This design comes from an exercise in tuning for small area on the open sky130 flow, not from production work.
No run shown here included a check of the RTL's function; only the layout flow was run.
No activity file was given, so power comes from the tool's default toggle rates.

--- flow/design.v ---
`timescale 1ns / 1ps
module rca #(parameter N = 8) (
    input  [N-1:0] a,
    input  [N-1:0] b,
    input          ci,
    output [N-1:0] s,
    output         co
);
wire [N:0] c;
assign c[0] = ci;
genvar i;
generate for (i = 0; i < N; i = i + 1) begin : g
    assign s[i] = a[i] ^ b[i] ^ c[i];
    assign c[i+1] = (a[i] & b[i]) | (a[i] & c[i]) | (b[i] & c[i]);
end endgenerate
assign co = c[N];
endmodule
module inc #(parameter N = 8) (
    input  [N-1:0] a,
    input          ci,
    output [N-1:0] s
);
wire [N:0] c;
assign c[0] = ci;
genvar i;
generate for (i = 0; i < N; i = i + 1) begin : g
    assign s[i] = a[i] ^ c[i];
    assign c[i+1] = a[i] & c[i];
end endgenerate
endmodule
module cge #(parameter N = 8) (
    input  [N-1:0] a,
    input  [N-1:0] b,
    output         co
);
wire [N:0] c;
assign c[0] = 1'b1;
genvar i;
generate for (i = 0; i < N; i = i + 1) begin : g
    assign c[i+1] = (a[i] & b[i]) | (a[i] & c[i]) | (b[i] & c[i]);
end endgenerate
assign co = c[N];
endmodule
module mul8 (
    input  [7:0] a,
    input  [7:0] b,
    output [15:0] p
);
    wire pp0_0 = a[0] & b[0];
    wire pp0_1 = a[0] & b[1];
    wire pp0_2 = a[0] & b[2];
    wire pp0_3 = a[0] & b[3];
    wire pp0_4 = a[0] & b[4];
    wire pp0_5 = a[0] & b[5];
    wire pp0_6 = a[0] & b[6];
    wire pp0_7 = a[0] & b[7];
    wire pp1_0 = a[1] & b[0];
    wire pp1_1 = a[1] & b[1];
    wire pp1_2 = a[1] & b[2];
    wire pp1_3 = a[1] & b[3];
    wire pp1_4 = a[1] & b[4];
    wire pp1_5 = a[1] & b[5];
    wire pp1_6 = a[1] & b[6];
    wire pp1_7 = a[1] & b[7];
    wire pp2_0 = a[2] & b[0];
    wire pp2_1 = a[2] & b[1];
    wire pp2_2 = a[2] & b[2];
    wire pp2_3 = a[2] & b[3];
    wire pp2_4 = a[2] & b[4];
    wire pp2_5 = a[2] & b[5];
    wire pp2_6 = a[2] & b[6];
    wire pp2_7 = a[2] & b[7];
    wire pp3_0 = a[3] & b[0];
    wire pp3_1 = a[3] & b[1];
    wire pp3_2 = a[3] & b[2];
    wire pp3_3 = a[3] & b[3];
    wire pp3_4 = a[3] & b[4];
    wire pp3_5 = a[3] & b[5];
    wire pp3_6 = a[3] & b[6];
    wire pp3_7 = a[3] & b[7];
    wire pp4_0 = a[4] & b[0];
    wire pp4_1 = a[4] & b[1];
    wire pp4_2 = a[4] & b[2];
    wire pp4_3 = a[4] & b[3];
    wire pp4_4 = a[4] & b[4];
    wire pp4_5 = a[4] & b[5];
    wire pp4_6 = a[4] & b[6];
    wire pp4_7 = a[4] & b[7];
    wire pp5_0 = a[5] & b[0];
    wire pp5_1 = a[5] & b[1];
    wire pp5_2 = a[5] & b[2];
    wire pp5_3 = a[5] & b[3];
    wire pp5_4 = a[5] & b[4];
    wire pp5_5 = a[5] & b[5];
    wire pp5_6 = a[5] & b[6];
    wire pp5_7 = a[5] & b[7];
    wire pp6_0 = a[6] & b[0];
    wire pp6_1 = a[6] & b[1];
    wire pp6_2 = a[6] & b[2];
    wire pp6_3 = a[6] & b[3];
    wire pp6_4 = a[6] & b[4];
    wire pp6_5 = a[6] & b[5];
    wire pp6_6 = a[6] & b[6];
    wire pp6_7 = a[6] & b[7];
    wire pp7_0 = a[7] & b[0];
    wire pp7_1 = a[7] & b[1];
    wire pp7_2 = a[7] & b[2];
    wire pp7_3 = a[7] & b[3];
    wire pp7_4 = a[7] & b[4];
    wire pp7_5 = a[7] & b[5];
    wire pp7_6 = a[7] & b[6];
    wire pp7_7 = a[7] & b[7];
    wire h0_s = pp0_6 ^ pp1_5;
    wire h0_c = pp0_6 & pp1_5;
    wire f1_s = pp0_7 ^ pp1_6 ^ pp2_5;
    wire f1_c = (pp0_7 & pp1_6) | (pp0_7 & pp2_5) | (pp1_6 & pp2_5);
    wire h2_s = pp3_4 ^ pp4_3;
    wire h2_c = pp3_4 & pp4_3;
    wire f3_s = pp1_7 ^ pp2_6 ^ pp3_5;
    wire f3_c = (pp1_7 & pp2_6) | (pp1_7 & pp3_5) | (pp2_6 & pp3_5);
    wire h4_s = pp4_4 ^ pp5_3;
    wire h4_c = pp4_4 & pp5_3;
    wire f5_s = pp2_7 ^ pp3_6 ^ pp4_5;
    wire f5_c = (pp2_7 & pp3_6) | (pp2_7 & pp4_5) | (pp3_6 & pp4_5);
    wire h6_s = pp0_4 ^ pp1_3;
    wire h6_c = pp0_4 & pp1_3;
    wire f7_s = pp0_5 ^ pp1_4 ^ pp2_3;
    wire f7_c = (pp0_5 & pp1_4) | (pp0_5 & pp2_3) | (pp1_4 & pp2_3);
    wire h8_s = pp3_2 ^ pp4_1;
    wire h8_c = pp3_2 & pp4_1;
    wire f9_s = h0_s ^ pp2_4 ^ pp3_3;
    wire f9_c = (h0_s & pp2_4) | (h0_s & pp3_3) | (pp2_4 & pp3_3);
    wire f10_s = pp4_2 ^ pp5_1 ^ pp6_0;
    wire f10_c = (pp4_2 & pp5_1) | (pp4_2 & pp6_0) | (pp5_1 & pp6_0);
    wire f11_s = f1_s ^ h2_s ^ pp5_2;
    wire f11_c = (f1_s & h2_s) | (f1_s & pp5_2) | (h2_s & pp5_2);
    wire f12_s = pp6_1 ^ pp7_0 ^ h0_c;
    wire f12_c = (pp6_1 & pp7_0) | (pp6_1 & h0_c) | (pp7_0 & h0_c);
    wire f13_s = f3_s ^ h4_s ^ pp6_2;
    wire f13_c = (f3_s & h4_s) | (f3_s & pp6_2) | (h4_s & pp6_2);
    wire f14_s = pp7_1 ^ f1_c ^ h2_c;
    wire f14_c = (pp7_1 & f1_c) | (pp7_1 & h2_c) | (f1_c & h2_c);
    wire f15_s = f5_s ^ pp5_4 ^ pp6_3;
    wire f15_c = (f5_s & pp5_4) | (f5_s & pp6_3) | (pp5_4 & pp6_3);
    wire f16_s = pp7_2 ^ f3_c ^ h4_c;
    wire f16_c = (pp7_2 & f3_c) | (pp7_2 & h4_c) | (f3_c & h4_c);
    wire f17_s = pp3_7 ^ pp4_6 ^ pp5_5;
    wire f17_c = (pp3_7 & pp4_6) | (pp3_7 & pp5_5) | (pp4_6 & pp5_5);
    wire f18_s = pp6_4 ^ pp7_3 ^ f5_c;
    wire f18_c = (pp6_4 & pp7_3) | (pp6_4 & f5_c) | (pp7_3 & f5_c);
    wire f19_s = pp4_7 ^ pp5_6 ^ pp6_5;
    wire f19_c = (pp4_7 & pp5_6) | (pp4_7 & pp6_5) | (pp5_6 & pp6_5);
    wire h20_s = pp0_3 ^ pp1_2;
    wire h20_c = pp0_3 & pp1_2;
    wire f21_s = h6_s ^ pp2_2 ^ pp3_1;
    wire f21_c = (h6_s & pp2_2) | (h6_s & pp3_1) | (pp2_2 & pp3_1);
    wire f22_s = f7_s ^ h8_s ^ pp5_0;
    wire f22_c = (f7_s & h8_s) | (f7_s & pp5_0) | (h8_s & pp5_0);
    wire f23_s = f9_s ^ f10_s ^ f7_c;
    wire f23_c = (f9_s & f10_s) | (f9_s & f7_c) | (f10_s & f7_c);
    wire f24_s = f11_s ^ f12_s ^ f9_c;
    wire f24_c = (f11_s & f12_s) | (f11_s & f9_c) | (f12_s & f9_c);
    wire f25_s = f13_s ^ f14_s ^ f11_c;
    wire f25_c = (f13_s & f14_s) | (f13_s & f11_c) | (f14_s & f11_c);
    wire f26_s = f15_s ^ f16_s ^ f13_c;
    wire f26_c = (f15_s & f16_s) | (f15_s & f13_c) | (f16_s & f13_c);
    wire f27_s = f17_s ^ f18_s ^ f15_c;
    wire f27_c = (f17_s & f18_s) | (f17_s & f15_c) | (f18_s & f15_c);
    wire f28_s = f19_s ^ pp7_4 ^ f17_c;
    wire f28_c = (f19_s & pp7_4) | (f19_s & f17_c) | (pp7_4 & f17_c);
    wire f29_s = pp5_7 ^ pp6_6 ^ pp7_5;
    wire f29_c = (pp5_7 & pp6_6) | (pp5_7 & pp7_5) | (pp6_6 & pp7_5);
    wire h30_s = pp0_2 ^ pp1_1;
    wire h30_c = pp0_2 & pp1_1;
    wire f31_s = h20_s ^ pp2_1 ^ pp3_0;
    wire f31_c = (h20_s & pp2_1) | (h20_s & pp3_0) | (pp2_1 & pp3_0);
    wire f32_s = f21_s ^ pp4_0 ^ h20_c;
    wire f32_c = (f21_s & pp4_0) | (f21_s & h20_c) | (pp4_0 & h20_c);
    wire f33_s = f22_s ^ h6_c ^ f21_c;
    wire f33_c = (f22_s & h6_c) | (f22_s & f21_c) | (h6_c & f21_c);
    wire f34_s = f23_s ^ h8_c ^ f22_c;
    wire f34_c = (f23_s & h8_c) | (f23_s & f22_c) | (h8_c & f22_c);
    wire f35_s = f24_s ^ f10_c ^ f23_c;
    wire f35_c = (f24_s & f10_c) | (f24_s & f23_c) | (f10_c & f23_c);
    wire f36_s = f25_s ^ f12_c ^ f24_c;
    wire f36_c = (f25_s & f12_c) | (f25_s & f24_c) | (f12_c & f24_c);
    wire f37_s = f26_s ^ f14_c ^ f25_c;
    wire f37_c = (f26_s & f14_c) | (f26_s & f25_c) | (f14_c & f25_c);
    wire f38_s = f27_s ^ f16_c ^ f26_c;
    wire f38_c = (f27_s & f16_c) | (f27_s & f26_c) | (f16_c & f26_c);
    wire f39_s = f28_s ^ f18_c ^ f27_c;
    wire f39_c = (f28_s & f18_c) | (f28_s & f27_c) | (f18_c & f27_c);
    wire f40_s = f29_s ^ f19_c ^ f28_c;
    wire f40_c = (f29_s & f19_c) | (f29_s & f28_c) | (f19_c & f28_c);
    wire f41_s = pp6_7 ^ pp7_6 ^ f29_c;
    wire f41_c = (pp6_7 & pp7_6) | (pp6_7 & f29_c) | (pp7_6 & f29_c);
    wire r1_s = pp0_1 ^ pp1_0;
    wire r1_c = pp0_1 & pp1_0;
    wire r2_s = h30_s ^ pp2_0 ^ r1_c;
    wire r2_c = (h30_s & pp2_0) | (h30_s & r1_c) | (pp2_0 & r1_c);
    wire r3_s = f31_s ^ h30_c ^ r2_c;
    wire r3_c = (f31_s & h30_c) | (f31_s & r2_c) | (h30_c & r2_c);
    wire r4_s = f32_s ^ f31_c ^ r3_c;
    wire r4_c = (f32_s & f31_c) | (f32_s & r3_c) | (f31_c & r3_c);
    wire r5_s = f33_s ^ f32_c ^ r4_c;
    wire r5_c = (f33_s & f32_c) | (f33_s & r4_c) | (f32_c & r4_c);
    wire r6_s = f34_s ^ f33_c ^ r5_c;
    wire r6_c = (f34_s & f33_c) | (f34_s & r5_c) | (f33_c & r5_c);
    wire r7_s = f35_s ^ f34_c ^ r6_c;
    wire r7_c = (f35_s & f34_c) | (f35_s & r6_c) | (f34_c & r6_c);
    wire r8_s = f36_s ^ f35_c ^ r7_c;
    wire r8_c = (f36_s & f35_c) | (f36_s & r7_c) | (f35_c & r7_c);
    wire r9_s = f37_s ^ f36_c ^ r8_c;
    wire r9_c = (f37_s & f36_c) | (f37_s & r8_c) | (f36_c & r8_c);
    wire r10_s = f38_s ^ f37_c ^ r9_c;
    wire r10_c = (f38_s & f37_c) | (f38_s & r9_c) | (f37_c & r9_c);
    wire r11_s = f39_s ^ f38_c ^ r10_c;
    wire r11_c = (f39_s & f38_c) | (f39_s & r10_c) | (f38_c & r10_c);
    wire r12_s = f40_s ^ f39_c ^ r11_c;
    wire r12_c = (f40_s & f39_c) | (f40_s & r11_c) | (f39_c & r11_c);
    wire r13_s = f41_s ^ f40_c ^ r12_c;
    wire r13_c = (f41_s & f40_c) | (f41_s & r12_c) | (f40_c & r12_c);
    wire r14_s = pp7_7 ^ f41_c ^ r13_c;
    wire r14_c = (pp7_7 & f41_c) | (pp7_7 & r13_c) | (f41_c & r13_c);
    assign p = {r14_c, r14_s, r13_s, r12_s, r11_s, r10_s, r9_s, r8_s, r7_s, r6_s, r5_s, r4_s, r3_s, r2_s, r1_s, pp0_0};
endmodule
`timescale 1ns / 1ps
module osd_core (
    input pix_clk, rstb,
    input fval, dval, lval,
    input [31:0] str,
    input [95:0] str_color,
    input [10:0] start_x,
    input [9:0] start_y,
    input [7:0] pix_data,
    output [10:0] data_addr,
    input [39:0] data_in,
    output [15:0] scan_addr,
    input [7:0] pix_font,
    output [23:0] pix_modified,
    output fval_out, dval_out, lval_out
);
reg        start;         
reg  [1:0] char_count;
reg  [7:0] column;
reg  [8:0] line;
reg  [8:0] prow;          
reg  [9:0] pcol;
reg [15:0] scan_r;
reg [23:0] pix_r;
reg        fval_r, dval_r, lval_r;
assign scan_addr = scan_r;
assign pix_modified = pix_r;
assign fval_out = fval_r;
assign dval_out = dval_r;
assign lval_out = lval_r;
reg  [7:0] ch;
reg [23:0] color;
always @(*) begin
    case (char_count)
    2'd0: begin ch = str[31:24]; color = str_color[95:72]; end
    2'd1: begin ch = str[23:16]; color = str_color[71:48]; end
    2'd2: begin ch = str[15:8];  color = str_color[47:24]; end
    default: begin ch = str[7:0]; color = str_color[23:0]; end
    endcase
end
wire [9:0] ch3;
wire [9:0] rec;
wire       ch3_co, rec_co;
rca #(9) u_ch3 (.a({1'b0, ch}), .b({ch, 1'b0}), .ci(1'b0), .s(ch3[8:0]), .co(ch3_co));
assign ch3[9] = ch3_co;
rca #(10) u_rec (.a(ch3), .b(10'd928), .ci(1'b0), .s(rec), .co(rec_co));
assign data_addr = {rec & {10{start}}, 1'b0};
wire [7:0] gx = data_in[39:32];
wire [7:0] gy = data_in[31:24];
wire [7:0] gw = data_in[23:16];
wire [7:0] gh = data_in[15:8];
wire [8:0] line_inc;
inc #(9) u_line_inc (.a(line), .ci(1'b1), .s(line_inc));
wire col_end   = (column == gw);
wire last_line = (line_inc == {1'b0, gh});
wire act       = dval & start & rstb;
wire hold      = act & col_end & last_line;    
wire blend     = act & ~(col_end & last_line);
wire last_char = char_count[1] & char_count[0];
wire [8:0] trow;
wire       trow_co;
rca #(9) u_trow (.a(start_y[8:0]), .b(line), .ci(1'b0), .s(trow), .co(trow_co));
wire match = (pcol == start_x[9:0]) && (prow == trow) && !trow_co;
wire pwrap = pcol[9] & (&pcol[6:0]);           
wire [7:0] a = pix_font & {8{blend}};
wire [7:0] p = pix_data & {8{rstb}};
wire [15:0] x1;
mul8 u_m1 (.a(~a), .b(p), .p(x1));
wire c1;
cge #(8) u_c1 (.a(x1[15:8]), .b(x1[7:0]), .co(c1));
wire [7:0] q1;                                  
inc #(8) u_q1 (.a(x1[15:8]), .ci(c1), .s(q1));
wire [23:0] pix_next;
genvar k;
generate for (k = 0; k < 3; k = k + 1) begin : ch_g
    wire [15:0] x2;
    wire c2, co;
    mul8 u_m2 (.a(color[8*k +: 8]), .b(a), .p(x2));
    cge #(8) u_c2 (.a(x2[15:8]), .b(x2[7:0]), .co(c2));
    rca #(8) u_out (.a(q1), .b(x2[15:8]), .ci(c2), .s(pix_next[8*k +: 8]), .co(co));
end endgenerate
wire [7:0] column_inc;
inc #(8) u_col (.a(column), .ci(1'b1), .s(column_inc));
wire [9:0] pcol_inc;
inc #(10) u_pcol (.a(pcol), .ci(1'b1), .s(pcol_inc));
wire [8:0] prow_inc;
inc #(9) u_prow (.a(prow), .ci(pwrap), .s(prow_inc));
wire [15:0] scan_next;
wire scan_co;
rca #(16) u_scan (.a({gy, gx}), .b({line[7:0], column} & {16{blend}}), .ci(1'b0), .s(scan_next), .co(scan_co));
always @(posedge pix_clk) begin
    fval_r <= fval & rstb;
    dval_r <= dval & rstb;
    lval_r <= lval & rstb;
    if (!hold) pix_r <= pix_next;
    scan_r <= scan_next & {16{rstb}};
    if (!rstb)
        start <= 1'b0;
    else if (dval & (match | start))
        start <= ~(start & col_end & (last_line | last_char));
    if (!fval || !rstb) begin
        prow <= 9'd0;
        pcol <= 10'd1;
        char_count <= 2'd0;
        column <= 8'd0;
        line <= 9'd0;
    end else begin
        if (dval) begin
            pcol <= pwrap ? 10'd0 : pcol_inc;
            prow <= prow_inc;
        end
        if (act) column <= col_end ? 8'd0 : column_inc;
        if (act & col_end & ~last_line) char_count <= char_count + 2'd1;
        if (act & col_end & last_char & ~last_line) line <= line_inc;
    end
end
endmodule
--- flow/flow/run.sh ---
#!/bin/bash
set -e
cp standard.sh standard.sh.log
echo 'export BUFFER_PORTS_ARGS = -buffer_cell sky130_fd_sc_hd__buf_1' >> config.mk
bash standard.sh > standard_run.log 2>&1
--- flow/standard.sh ---
#!/bin/bash
# synth_recipe.tcl (not shown) runs the flow's synth.tcl, then flattens the netlist and writes it again
# the make line also repeats each setting of config.mk as NAME=value (left out here)
make -C /OpenROAD-flow-scripts/flow DESIGN_CONFIG=/design/flow/config.mk WORK_HOME=/design/flow/orfs CLKGATE_MAP_FILE= SYNTH_SCRIPT=/design/flow/synth_recipe.tcl "${@:-finish}"
--- flow/config.mk ---
export PLATFORM = sky130hd
export DESIGN_NAME = osd_core
export DESIGN_NICKNAME = osd_core
export VERILOG_FILES = /design/flow/design.v
export SDC_FILE = /design/flow/constraint.sdc
export NUM_CORES = 4
export LEC_CHECK = 0
export CAP_MARGIN = 20
export CORE_MARGIN = 2
export CORE_UTILIZATION = 40
export SLEW_MARGIN = 20
export BUFFER_PORTS_ARGS = -buffer_cell sky130_fd_sc_hd__buf_1
--- flow/constraint.sdc ---
create_clock -name core_clock -period 25.0 [get_ports {pix_clk}]
set_input_delay 5.0000 -clock core_clock [delete_from_list [all_inputs] [get_ports {pix_clk}]]
set_output_delay 5.0000 -clock core_clock [all_outputs]
set_load 0.01 [all_outputs]
==> results of run 1 <==
==> Yosys cell counts (3+ instances only) <==
library cell / n / share of area [%]
nor2_1: 214 / 6.2
xnor2_1: 35 / 2.4
or2_2: 37 / 1.8
o2bb2ai_1: 3 / 0.20
xor2_1: 39 / 2.6
and3_1: 4 / 0.19
inv_1: 245 / 7.1
o211ai_1: 3 / 0.17
o2111ai_1: 3 / 0.20
inv_2: 3 / 0.087
nand3_1: 32 / 1.2
nand2_1: 137 / 4.0
maj3_1: 8 / 0.62
edfxtp_1: 24 / 5.6
nor3_1: 5 / 0.19
nand2b_1: 9 / 0.44
a222oi_1: 23 / 1.8
a21oi_1: 29 / 1.1
ha_1: 82 / 8.0
a22oi_1: 10 / 0.58
mux2_2: 9 / 0.79
fa_1: 226 / 35
o21ai_0: 13 / 0.50
and2_1: 23 / 1.1
nor2b_1: 20 / 0.97
mux2i_1: 24 / 1.9
clkbuf_1: 50 / 1.5
o21ai_1: 18 / 0.70
nand4_1: 7 / 0.34
buf_1: 12 / 0.35
maj3_2: 4 / 0.35
o31ai_1: 3 / 0.17
dfxtp_1: 58 / 9.0
==> flip-flops by register name, summed over array words and instances (netlist names) <==
name        cells
line            9
start           1
pix_r          24
prow            9
lval_r          1
scan_r         16
char_count      2
fval_r          1
dval_r          1
pcol           10
column          8
==> final cells by class <==
cell class,instances,area [µm²],area share [%]
clock buffers,9,225,1.55
clock inverters,6,66.3,0.457
inverters,249,935,6.44
multi-input cells,1053,9830,67.7
flip-flops and latches,82,1880,13.0
well taps,402,503,3.46
repair buffers,269,1070,7.40
==> tightest hold or removal path, delay by kind of cell (launching register included) <==
family,cells,cell delay (ns)
flops,1,0.33
simple gates,1,0.07
compound gates,1,0.05
==> metal layers <==
layer / vias to the layer above / part of all wire, % / global-route usage (%)
met3: 39 / 6.6 / 3.11
li1: 4955 / - / -
met1: 5045 / 44 / 29.1
met2: 376 / 47 / 36.9
met4: 0 / 2.6 / 7.39
met5: - / 0 / 0
==> worst max path at each step <==
stage                      from   endpoint  cells past startpoint
floorplan           data_in[16]  pix_r[15]                     44
global placement           rstb  pix_r[15]                     41
detailed placement         rstb  pix_r[15]                     42
CTS                        rstb  pix_r[15]                     42
global route               rstb  pix_r[15]                     42
finish                     rstb  pix_r[15]                     42
==> cells by family (layout without fill, tap and decap cells) <==
| family | count (synthesis) | count (layout) | synth area share, % |
|---|---|---|---|
| DFF | 82 | 82 | 14.6 |
| AOI/OAI and AO/OA | 129 | 129 | 7.47 |
| muxes | 33 | 33 | 2.65 |
| buffers and inverters | 313 | 533 | 9.15 |
| other | 1 | 1 | 0.0291 |
| xor gates and xnor gates | 74 | 74 | 5.03 |
| adders and majority gates | 320 | 320 | 44.0 |
| and+or+nand+nor | 496 | 496 | 17.1 |
==> power groups by stage <==
stage / Clock, mW / Combinational (mW) / Sequential, mW
3_3_place_gp: 0 / 0.412 / 0.188
2_1_floorplan: 0 / 0.271 / 0.198
4_1_cts: 0.136 / 0.418 / 0.185
3_5_place_dp: 0 / 0.417 / 0.188
6_report: 0.132 / 0.413 / 0.185
5_1_grt: 0.141 / 0.462 / 0.187
==> through the flow <==
stage	worst slack (ns)	hold slack, ns	instance area, µm²	instances	util (%)
detailed placement	7.32	0.490	14200	2055	45.0
global route	7.04	0.523	14500	2070	45.9
floorplan	9.09	0.465	12900	1448	-
global placement	7.45	0.481	14200	2055	45.0
CTS	7.68	0.500	14500	2070	45.9
finish	7.74	0.494	14500	2070	45.9
==> results.yml, run 1 <==
outcome:
  outcome: "timing/DRC/antenna clean"
finish:
  antenna-diode-count: 0
  layout_common_cells: "251 x buf_1, 245 x inv_1, 226 x fa_1"
  final_nets: 2182
  area_delta_synth_final_pct: 12.6
  final_common_cell: "buf_1"
  drive_above_1_share_pct: 6.06
  nFillCells: 3147
setup_path:
  regToRegSetupSlack_ns: 11.19
  cpMostUsedCell: "fa_1"
  crit_type: "input pin to flop"
  critPathLaunchType: "input pin"
  cpLargestDelayFamily: "adder cells"
  critPathCaptureType: "flop"
  critPathSlowestCell: "nor2_2"
  critPathMaxStageDelay_ns: 0.59
  reg2regPathDepth: 50
  worstPathRequired_ns: 25.09
  worstPathMaxFanout: 44
  path_buf_inv: 9
  rr_startpoint: "line[0]"
  r2r_end: "pix_r[15]"
  critPathArrivalTime_ns: 17.35
synth:
  syn-num-nets: 1966
  netlist_area_mm2: 0.0129
  ys.warnings.count: 1
  avgSynthCellArea_um2: 8.90
  synth_top_flop_cell: "dfxtp_1"
  syn_inst: 1448
  synth.distinct_cells: 64
  synth_seq_cells: 82
  async_flop_share_pct: 0
  synth_seq_area_share_pct: 14.6
  synth_edf_count: 24
place:
  place.gp.congestion: 0.854
  io_buffer_count: 252
  post-dp-hpwl_um: 29000
clocking:
  cts_max_path_buffers: 2
  cts_buffers: 9
  cts_tree: "done"
  cts.repair.resized: 0
  cts_setup_buffers: 0
  cts_sinks: 82
  clk_latency_ns: 0.35
  htree_num_levels: 3
  root_buffer: "clkbuf_16"
  clk_pin_slew_ns: 0.06
  ctsHoldBuffers: 0
power:
  p_switching_mw: 0.310
  p_clk_share_pct: 18.2
  comb_power_share_pct: 56.5
  peakVddDrop_uv: 80.6
  swShare_pct: 42.5
  totalPowerFinal_mw: 0.730
  power_density_mw_per_mm2: 50.3
  seq_power_share_pct: 25.3
  p_int_mw: 0.420
  static-leakage-power_nw: 6.42
timing:
  tightest_slew_ns: 1.03
  period_needed_ns: 17.26
  finalCritPeriodShare_pct: 69.0
  slew_violations: 0
  setup_violations: 0
  max_slew_margin_pct: 31.4
  finalHoldViolCount: 0
  clock_skew_ns: 0.0129
  rsz0062_at_grt: "false"
  fin_tns_setup_ns: 0
  max_clock_freq_mhz: 58.0
min_path:
  hold_depth: 2
  whs_endpoint: "pcol[7]"
  hold_start: "pcol[7]"
  hp-class: "flop to flop"
routing:
  wire_per_inst_um: 17.2
  drc: 0
  first_pass_iters: 5
  routed_via_density: 5.03
  drt-initial-drc-count: 623
  ant_nets: 0
  dr_total_vias: 10400
  wl_um: 35700
die:
  dieWidth_um: 184
  core_area_mm2: 0.0316
  start_util_pct: 40.8
  dieArea_mm2: 0.0337
  io_pins: 264
  rows: 65
  die_h_um: 184
global_route:
  globalRouteOverflowTotal: 0
  antenna_found_initial: 0
  grt_use_total_pct: 21.9
  grt_pass1_vias: 10800
  grt_start_max_net_pins: 60
  grt_pass1_wl_um: 57100
job:
  maxCapViolCount: 0
==> run 2, diff against run 1 <==
--- a/flow/config.mk
+++ b/flow/config.mk
@@ -8,5 +8,6 @@
 export CAP_MARGIN = 20
 export CORE_MARGIN = 2
 export CORE_UTILIZATION = 40
+export CTS_BUF_LIST = sky130_fd_sc_hd__clkbuf_8
 export SLEW_MARGIN = 20
 export BUFFER_PORTS_ARGS = -buffer_cell sky130_fd_sc_hd__buf_1
==> run 2 against run 1 <==
Against the previous run: still clean; critical path depth did not move; clock power decreased by 27%; via count rose by 0.43%; die area unchanged; worst hold slack better by 0.0064 ns; global-route usage fell by 0.13 points; critical path type unchanged; largest cell class unchanged; largest power group unchanged; highest routed layer unchanged.
==> results.yml, run 2 <==
outcome:
  outcome: "timing/DRC/antenna clean"
min_path:
  hp-class: "flop to flop"
  whs_endpoint: "pcol[7]"
  hold_depth: 2
  hold_start: "pcol[7]"
die:
  dieArea_mm2: 0.0337
  core_area_mm2: 0.0316
  io_pins: 264
  dieWidth_um: 184
  die_h_um: 184
  start_util_pct: 40.8
  rows: 65
finish:
  final_common_cell: "buf_1"
  final_nets: 2182
  antenna-diode-count: 0
  nFillCells: 3156
  area_delta_synth_final_pct: 11.8
  largest_reg_flops: 24
  drive_above_1_share_pct: 6.06
  max_flop_register: "pix_r"
  reg_top3: "pix_r: 24 flops, scan_r: 16 flops, pcol: 10 flops"
  layout_common_cells: "251 x buf_1, 245 x inv_1, 226 x fa_1"
synth:
  avgSynthCellArea_um2: 8.90
  yosysTopAreaCellShare_pct: 35.1
  yosys.area.top_type: "fa_1"
  synth_seq_cells: 82
  netlist_area_mm2: 0.0129
  async_flop_share_pct: 0
  synth_edf_count: 24
  synth_common_cells: "245 x inv_1, 226 x fa_1, 214 x nor2_1"
  ys.warnings.count: 1
  synth_top_flop_cell: "dfxtp_1"
  synth.distinct_cells: 64
  yosysMostFrequentCell: "inv_1"
  synth_seq_area_share_pct: 14.6
  syn_inst: 1448
  syn-num-nets: 1966
  ys_top_cells_by_area: "fa_1 35%, dfxtp_1 9.0%, ha_1 8.0%, inv_1 7.1%, nor2_1 6.2%"
setup_path:
  critPathArrivalTime_ns: 17.36
  regToRegSetupSlack_ns: 11.18
  cpMostUsedCell: "fa_1"
  critPathLaunchType: "input pin"
  worstPathRequired_ns: 25.12
  crit_type: "input pin to flop"
  critPathCaptureType: "flop"
  r2r_end: "pix_r[15]"
  reg2regPathDepth: 50
  critPathMaxStageDelay_ns: 0.59
  critPathSlowestCell: "nor2_2"
  rr_startpoint: "line[0]"
  worstPathMaxFanout: 44
place:
  post-dp-hpwl_um: 29000
  io_buffer_count: 252
  place.gp.congestion: 0.854
power:
  p_clk_share_pct: 14.0
  seq_power_share_pct: 26.6
  static-leakage-power_nw: 6.37
  p_switching_mw: 0.305
  comb_power_share_pct: 59.4
  p_int_mw: 0.388
  totalPowerFinal_mw: 0.693
  peakVddDrop_uv: 78.7
  power_density_mw_per_mm2: 48.1
  swShare_pct: 44.0
routing:
  drc: 0
  wl_um: 35500
  ant_nets: 0
  first_pass_iters: 5
  wire_per_inst_um: 17.2
  dr_total_vias: 10500
  routed_via_density: 5.05
  drt-initial-drc-count: 581
clocking:
  cts_sinks: 82
  htree_num_levels: 3
  clk_pin_slew_ns: 0.08
  cts_tree: "done"
  cts_max_path_buffers: 2
  root_buffer: "clkbuf_8"
  cts_buffers: 9
  cts_setup_buffers: 0
  cts.repair.resized: 0
  clk_latency_ns: 0.38
  ctsHoldBuffers: 0
timing:
  rsz0062_at_grt: "false"
  slew_violations: 0
  finalHoldViolCount: 0
  fin_tns_setup_ns: 0
  setup_violations: 0
  finalCritPeriodShare_pct: 69.0
  period_needed_ns: 17.24
  clock_skew_ns: 0.0207
  max_clock_freq_mhz: 58.0
  tightest_slew_ns: 1.01
  hold_slack_ns: 0.500
  max_slew_margin_pct: 32.8
global_route:
  grt_pass1_wl_um: 56900
  grt_start_max_net_pins: 60
  grt_use_total_pct: 21.8
  grt_pass1_vias: 10800
  met1_usage_pct: 29.1
  globalRouteOverflowTotal: 0
  grt_use_met2_pct: 36.7
  grtUsageMet3_pct: 2.97
  antenna_found_initial: 0
  busiest_layer: "met2"
job:
  maxCapViolCount: 0
run 2: through the flow:
step / cells / util (%) / instance area [µm²] / setup slack [ns]
4_1_cts: 2070 / 45.6 / 14400 / 7.71
3_3_place_gp: 2055 / 45.0 / 14200 / 7.45
3_5_place_dp: 2055 / 45.0 / 14200 / 7.32
2_1_floorplan: 1448 / - / 12900 / 9.09
6_report: 2070 / 45.6 / 14400 / 7.76
5_1_grt: 2070 / 45.6 / 14400 / 7.07
run 2: layout make-up:
class	count	area [µm²]	share of cell area (%)
timing repair buffer	269	1070	7.45
sequential	82	1880	13.1
inverter	249	935	6.48
clock inverter	6	66.3	0.460
clock buffer	9	124	0.859
multi-input combinational	1053	9830	68.2
tap	402	503	3.49
run 2: cell families (layout without fill, tap and decap cells):
kind of cell / Yosys count / count (layout) / share of synthesized area, %
other: 1 / 1 / 0.0291
and+or+nand+nor: 496 / 496 / 17.1
DFF: 82 / 82 / 14.6
xor gates and xnor gates: 74 / 74 / 5.03
adders and majority gates: 320 / 320 / 44.0
AOI/OAI and AO/OA: 129 / 129 / 7.47
muxes: 33 / 33 / 2.65
buffers and inverters: 313 / 533 / 9.15
run 2: worst max path at each step:
| stage | to | from |
|---|---|---|
| after floorplan | pix_r[15] | data_in[16] |
| after global placement | pix_r[15] | rstb |
| after detailed placement | pix_r[15] | rstb |
| after CTS | pix_r[15] | rstb |
| after global routing | pix_r[15] | rstb |
| final | pix_r[15] | rstb |
run 2: metal layers:
layer | up-vias | routed length [µm]
li1 | 4953 | -
met1 | 5080 | 15400
met2 | 386 | 16600
met3 | 41 | 2520
met4 | 0 | 962
met5 | - | 0
run 2: power by group through the flow:
stage | clock (mW) | combinational (mW) | sequential [mW]
finish | 0.0970 | 0.412 | 0.184
floorplan | 0 | 0.271 | 0.198
CTS | 0.101 | 0.418 | 0.185
global placement | 0 | 0.412 | 0.188
detailed placement | 0 | 0.417 | 0.188
global route | 0.105 | 0.462 | 0.187
run 2: worst max-delay path: cells and delay by family:
kind | cells | cell delay, ns
AO/OA/AOI/OAI | 3 | 0.48
adder cells (fa/ha/maj) | 21 | 8.17
XOR/XNOR | 2 | 0.28
buffers and inverters | 9 | 1.23
AND/OR/NAND/NOR | 7 | 2.14

static timing again, ports no longer ideal:
The results above use ideal ports. As a check the final layouts listed here were re-extracted and re-timed, cells and wires unchanged.
Step 1 assumes that a clkbuf_16 drives the clock port and a buf_2 every other input.
Step 2 moves the port delays by t, midway between the first and last clock arrival at a register: inputs arrive t later, outputs are due t later. That takes back most of the time a late clock gives input paths.
Slacks: ideal ports / drivers / drivers and shift; pairs: ideal ports / drivers.
run	t, ns	setup WS [ns]	clock arrival spread, ns	pins driven straight from the clock port
run 1	0.388	7.744 / 7.767 / 7.379	0.013 / 0.012	1
run 2	0.402	7.756 / 7.770 / 7.368	0.020 / 0.021	1
After both steps every run listed still meets setup and hold. The setup slack of run 2, which loses most, moves by +0.014 ns with the drivers and by -0.388 ns with both steps.
